What follows belongs to an exercise in optimizing a design on an open flow for small area and a short achievable clock period; a production flow would make more cautious choices. Where RTL was checked, it was by simulation tests only, not by an equivalence proof against the original.

// cordic
module cordic #(
    parameter data_width = 16,
    parameter iterations = 15
    )(
    input clk,
    input reset_n,
    input logic signed [data_width-1:0] angle,
    input logic signed [data_width-1:0] x_i,
    input logic signed [data_width-1:0] y_i,
    output logic signed [data_width-1:0] cos,
    output logic signed [data_width-1:0] sin,
    input valid_in,
    output logic valid_out
    );
Size in the first run: about 5400 cells after synthesis, ~670 flip-flops, roughly 84 I/O pins.
clock: 4.0 ns
lec_check: 0
abc_area: 1
cap_margin: 20
core_margin: 2
core_utilization: 40
setup_slack_margin: 1.8
slew_margin: 20
standard.sh (not shown) runs the stock make flow with config.mk's settings and CLKGATE_MAP_FILE= SYNTH_SCRIPT=/design/flow/synth_recipe.tcl, a recipe that flattens the netlist after the stock synthesis.
==> flow/flow/run.sh <==
#!/bin/bash
# Standard ORFS layout with three changes: synthesis does not extract full/half adder cells
# (ADDER_MAP_FILE empty), so ABC maps all arithmetic to plain gates; every port still gets
# its own buffer, but a sky130_fd_sc_hd__buf_2 rather than the delay cell the default picks;
# and clock tree synthesis inserts no dummy loads and uses the settings in flow/cts_args.
set -euo pipefail
CTS_EXTRA=$(cat flow/cts_args)
bash standard.sh ADDER_MAP_FILE= \
  "BUFFER_PORTS_ARGS=-buffer_cell sky130_fd_sc_hd__buf_2" \
  "CTS_ARGS=-sink_clustering_enable -repair_clock_nets -dont_use_dummy_load $CTS_EXTRA" \
  finish > make_finish.log 2>&1
==> flow/flow/cts_args <==
-sink_clustering_size 30 -sink_clustering_max_diameter 120
The starting point ran to the end with no violations.
Next try:
--- a/flow/design.v
+++ b/flow/design.v
@@ -9,35 +9,33 @@
     input logic signed [data_width-1:0] y_i,
     output logic signed [data_width-1:0] cos,
     output logic signed [data_width-1:0] sin,
     input valid_in,
     output logic valid_out
     );
-    logic [15:0] vp;
+    logic [14:0] vp;
     always_ff @(posedge clk or negedge reset_n)
         if (!reset_n) vp <= '0;
-        else vp <= {vp[14:0], valid_in};
-    assign valid_out = vp[15];
-    logic [15:0] a_r, x_r, y_r;
-    always_ff @(posedge clk) begin a_r <= angle; x_r <= x_i; y_r <= y_i; end
+        else vp <= {vp[13:0], valid_in};
+    assign valid_out = vp[14];
     logic nxx, nxy, nyx, nyy;
-    assign nxx = a_r[15] ^ a_r[14];
-    assign nxy = ~(a_r[15] & a_r[14]);
-    assign nyx = a_r[15] & a_r[14];
-    assign nyy = a_r[15] ^ a_r[14];
+    assign nxx = angle[15] ^ angle[14];
+    assign nxy = ~(angle[15] & angle[14]);
+    assign nyx = angle[15] & angle[14];
+    assign nyy = angle[15] ^ angle[14];
     logic [15:0] my_i;
-    assign my_i = -y_r;
+    assign my_i = -y_i;
     logic [15:0] x1n, y1n;
-    assign x1n = (x_r ^ {16{nxx}}) + (nxy ? my_i : y_r) + {15'd0, nxx};
-    assign y1n = (x_r ^ {16{nyx}}) + (y_r ^ {16{nyy}}) + {15'd0, nyx | nyy};
+    assign x1n = (x_i ^ {16{nxx}}) + (nxy ? my_i : y_i) + {15'd0, nxx};
+    assign y1n = (x_i ^ {16{nyx}}) + (y_i ^ {16{nyy}}) + {15'd0, nyx | nyy};
     logic [14:0] zop, zc;
-    always_comb case (a_r[15:14])
-        2'b00: begin zop = a_r[14:0]; zc = -15'sd12867; end
-        2'b01: begin zop = {1'b0, a_r[13:0]}; zc = -15'sd12867; end
-        2'b10: begin zop = {1'b1, a_r[13:0]}; zc = 15'sd12867; end
-        default: begin zop = ~a_r[14:0]; zc = -15'sd12866; end
+    always_comb case (angle[15:14])
+        2'b00: begin zop = angle[14:0]; zc = -15'sd12867; end
+        2'b01: begin zop = {1'b0, angle[13:0]}; zc = -15'sd12867; end
+        2'b10: begin zop = {1'b1, angle[13:0]}; zc = 15'sd12867; end
+        default: begin zop = ~angle[14:0]; zc = -15'sd12866; end
     endcase
     logic [14:0] z1n;
     assign z1n = zop + zc;
     logic signed [15:0] x1, y1;
     logic signed [14:0] z1;
     always_ff @(posedge clk) begin x1 <= x1n; y1 <= y1n; z1 <= z1n[14:0]; end
Critical path depth stays the same.
Routed wire length came out lower by a few percent.
Cell count came out lower slightly.
Via count went down by a few percent.
Count of clock-buffer cells in the layout decreases by 3.
Cell area goes down by a few percent.
Maximum frequency increases by a few percent.
Flip-flop and latch count came out lower by 49.
Hold slack gains 0.015 ns.
Die area went down by a few percent.
Non-clock buffer count grows by 1.
For the first run of this note, only the layout was checked, not whether the RTL still works.

========
cordic, a different RTL version from the one above (not shown whole).
Size: ~5800 cells after synthesis, about 620 flip-flops, about 84 I/O pins, about 38000 um2 of cells after synthesis.
Settings: LEC_CHECK=0, ABC_AREA=1, CAP_MARGIN=20, CORE_MARGIN=2, CORE_UTILIZATION=40, SETUP_SLACK_MARGIN=2.0, SLEW_MARGIN=20; clock period 4.0 ns.
==> flow/flow/run.sh <==
#!/bin/bash
# Standard ORFS layout, except that synthesis does not extract full/half adder cells
# (ADDER_MAP_FILE empty), so ABC maps all arithmetic to plain gates.
set -euo pipefail
bash standard.sh ADDER_MAP_FILE= finish > make_finish.log 2>&1
Rerun with:
--- a/flow/design.v
+++ b/flow/design.v
@@ -3,43 +3,45 @@
     parameter iterations = 15
     )(
     input clk,
     input reset_n,
     input logic signed [data_width-1:0] angle,
     input logic signed [data_width-1:0] x_i,
     input logic signed [data_width-1:0] y_i,
     output logic signed [data_width-1:0] cos,
     output logic signed [data_width-1:0] sin,
     input valid_in,
     output logic valid_out
     );
-    logic [14:0] vp;
+    logic [15:0] vp;
     always_ff @(posedge clk or negedge reset_n)
         if (!reset_n) vp <= '0;
-        else vp <= {vp[13:0], valid_in};
-    assign valid_out = vp[14];
+        else vp <= {vp[14:0], valid_in};
+    assign valid_out = vp[15];
+    logic [15:0] a_r, x_r, y_r;
+    always_ff @(posedge clk) begin a_r <= angle; x_r <= x_i; y_r <= y_i; end
     logic [15:0] s0, d0, e0, n0;
-    assign s0 = x_i + y_i;
-    assign d0 = x_i - y_i;
-    assign e0 = y_i - x_i;
-    assign n0 = ~x_i + ~y_i + 16'd2;
+    assign s0 = x_r + y_r;
+    assign d0 = x_r - y_r;
+    assign e0 = y_r - x_r;
+    assign n0 = ~x_r + ~y_r + 16'd2;
     logic [14:0] zop, zc;
-    always_comb case (angle[15:14])
-        2'b00: begin zop = angle[14:0]; zc = -15'sd12867; end
-        2'b01: begin zop = {1'b0, angle[13:0]}; zc = -15'sd12867; end
-        2'b10: begin zop = {1'b1, angle[13:0]}; zc = 15'sd12867; end
-        default: begin zop = ~angle[14:0]; zc = -15'sd12866; end
+    always_comb case (a_r[15:14])
+        2'b00: begin zop = a_r[14:0]; zc = -15'sd12867; end
+        2'b01: begin zop = {1'b0, a_r[13:0]}; zc = -15'sd12867; end
+        2'b10: begin zop = {1'b1, a_r[13:0]}; zc = 15'sd12867; end
+        default: begin zop = ~a_r[14:0]; zc = -15'sd12866; end
     endcase
     logic [15:0] x1n, y1n;
-    always_comb case (angle[15:14])
+    always_comb case (a_r[15:14])
         2'b00: begin x1n = d0; y1n = s0; end
         2'b11: begin x1n = s0; y1n = e0; end
         default: begin x1n = n0; y1n = d0; end
     endcase
     logic [14:0] z1n;
     assign z1n = zop + zc;
     logic signed [15:0] x1, y1;
     logic signed [14:0] z1;
     always_ff @(posedge clk) begin x1 <= x1n; y1 <= y1n; z1 <= z1n[14:0]; end
     logic sx1;
     always_ff @(posedge clk) sx1 <= ~z1n[14];
     logic [15:0] xo1, yo1;
Flip-flop and latch count went up by 49.
Die area barely changes.
Routed wire length came out lower by a few percent.
Clock skew rises by 0.010 ns.
Synthesized cell count drops slightly.
Count of clock-buffer cells in the layout rose by 5.
Core utilization decreases by 1.3 points.
Critical path depth went up by 3.
Area after synthesis stays flat.
Setup slack improved by 0.039 ns.
Via count came out lower by a few percent.
Design area is lower slightly.
First-iteration DRC count came out higher slightly.
No functional check of the RTL was part of the second run of this note.

========
Setup of JK:
Starting RTL as in the previous note.
Settings: LEC_CHECK=0, ABC_AREA=1, CAP_MARGIN=20, CORE_MARGIN=2, CORE_UTILIZATION=40, SETUP_SLACK_MARGIN=1.8, SLEW_MARGIN=20; clock period 4.0 ns.
==> flow/flow/run.sh <==
#!/bin/bash
# Standard ORFS layout with three changes: synthesis does not extract full/half adder cells
# (ADDER_MAP_FILE empty), so ABC maps all arithmetic to plain gates; every port still gets
# its own buffer, but a sky130_fd_sc_hd__buf_2 rather than the delay cell the default picks;
# and clock tree synthesis inserts no dummy loads and uses the settings in flow/cts_args.
set -euo pipefail
CTS_EXTRA=$(cat flow/cts_args)
bash standard.sh ADDER_MAP_FILE= \
  "BUFFER_PORTS_ARGS=-buffer_cell sky130_fd_sc_hd__buf_2" \
  "CTS_ARGS=-sink_clustering_enable -repair_clock_nets -dont_use_dummy_load $CTS_EXTRA" \
  finish > make_finish.log 2>&1
==> flow/flow/cts_args <==
-buf_list sky130_fd_sc_hd__clkbuf_8
Relative to JK, the following input files were edited for MS:
--- a/flow/design.v
+++ b/flow/design.v
@@ -14,30 +14,29 @@
     );
     logic [14:0] vp;
     always_ff @(posedge clk or negedge reset_n)
         if (!reset_n) vp <= '0;
         else vp <= {vp[13:0], valid_in};
     assign valid_out = vp[14];
-    logic [15:0] s0, d0, e0, n0;
-    assign s0 = x_i + y_i;
-    assign d0 = x_i - y_i;
-    assign e0 = y_i - x_i;
-    assign n0 = ~x_i + ~y_i + 16'd2;
+    logic nxx, nxy, nyx, nyy;
+    assign nxx = angle[15] ^ angle[14];
+    assign nxy = ~(angle[15] & angle[14]);
+    assign nyx = angle[15] & angle[14];
+    assign nyy = angle[15] ^ angle[14];
+    logic [15:0] my_i;
+    assign my_i = -y_i;
+    logic [15:0] x1n, y1n;
+    assign x1n = (x_i ^ {16{nxx}}) + (nxy ? my_i : y_i) + {15'd0, nxx};
+    assign y1n = (x_i ^ {16{nyx}}) + (y_i ^ {16{nyy}}) + {15'd0, nyx | nyy};
     logic [14:0] zop, zc;
     always_comb case (angle[15:14])
         2'b00: begin zop = angle[14:0]; zc = -15'sd12867; end
         2'b01: begin zop = {1'b0, angle[13:0]}; zc = -15'sd12867; end
         2'b10: begin zop = {1'b1, angle[13:0]}; zc = 15'sd12867; end
         default: begin zop = ~angle[14:0]; zc = -15'sd12866; end
     endcase
-    logic [15:0] x1n, y1n;
-    always_comb case (angle[15:14])
-        2'b00: begin x1n = d0; y1n = s0; end
-        2'b11: begin x1n = s0; y1n = e0; end
-        default: begin x1n = n0; y1n = d0; end
-    endcase
     logic [14:0] z1n;
     assign z1n = zop + zc;
     logic signed [15:0] x1, y1;
     logic signed [14:0] z1;
     always_ff @(posedge clk) begin x1 <= x1n; y1 <= y1n; z1 <= z1n[14:0]; end
     logic sx1;
Notes after the runs:
MS: flow completed, timing, DRC and antenna clean. MS vs. JK: overall die width down about 3%, critical path depth down 3. Worst slack on hold paths: MS vs JK — no meaningful difference. Re met2 layer usage reported by global route: MS and JK aren't equal, and the higher value belongs to JK. [MS] combined buffer and inverter count along the critical path fell 3 relative to JK. In MS the final period demand of the worst path turned out 0.019 ns higher than in JK. Compared with JK, MS shows a lower cell area. Relative to JK, post-layout utilization of the core has increased by 1.8 points in MS.

[static timing again, ports no longer ideal]
The flow's constraints put no driver on any port. The routed layouts listed below were extracted and timed again, unchanged, in two steps. Step 1 sets driving cells, clkbuf_16 on the clock port and buf_2 on the other inputs (assumed; they add their load-dependent delay and slew). Step 2 adds t to the input delays and takes it off the output delays; t is the mean of the earliest and latest rising clock arrival at the registers after step 1. Input paths then give back, and output paths get back, about the clock's delay inside the block. Slacks: ideal / step 1 / step 2; pairs: ideal / step 1.
run | t, ns | slack for setup (ns) | worst hold slack (ns) | worst register clock-pin slew, ns
the first run of note 1 | 0.660 | 1.770 / 1.770 / 1.770 | 0.035 / -0.002 / 0.330 | 0.12 / 0.12
the second run of note 1 | 0.637 | 1.909 / 1.917 / 1.291 | 0.049 / 0.006 / 0.286 | 0.12 / 0.12
the first run of note 2 | 0.694 | 1.919 / 1.919 / 1.395 | 0.307 / 0.307 / 0.307 | 0.06 / 0.06
the second run of note 2 | 0.720 | 1.958 / 1.958 / 1.958 | 0.323 / 0.323 / 0.323 | 0.06 / 0.06
JK | 0.746 | 1.922 / 1.924 / 1.209 | 0.199 / 0.169 / 0.247 | 0.06 / 0.06
MS | 0.733 | 1.903 / 1.903 / 1.205 | 0.198 / 0.161 / 0.292 | 0.06 / 0.06
After both steps every run listed still meets setup and hold. For JK, which loses most, drivers alone change the setup slack by +0.002 ns; drivers and shift together by -0.713 ns.
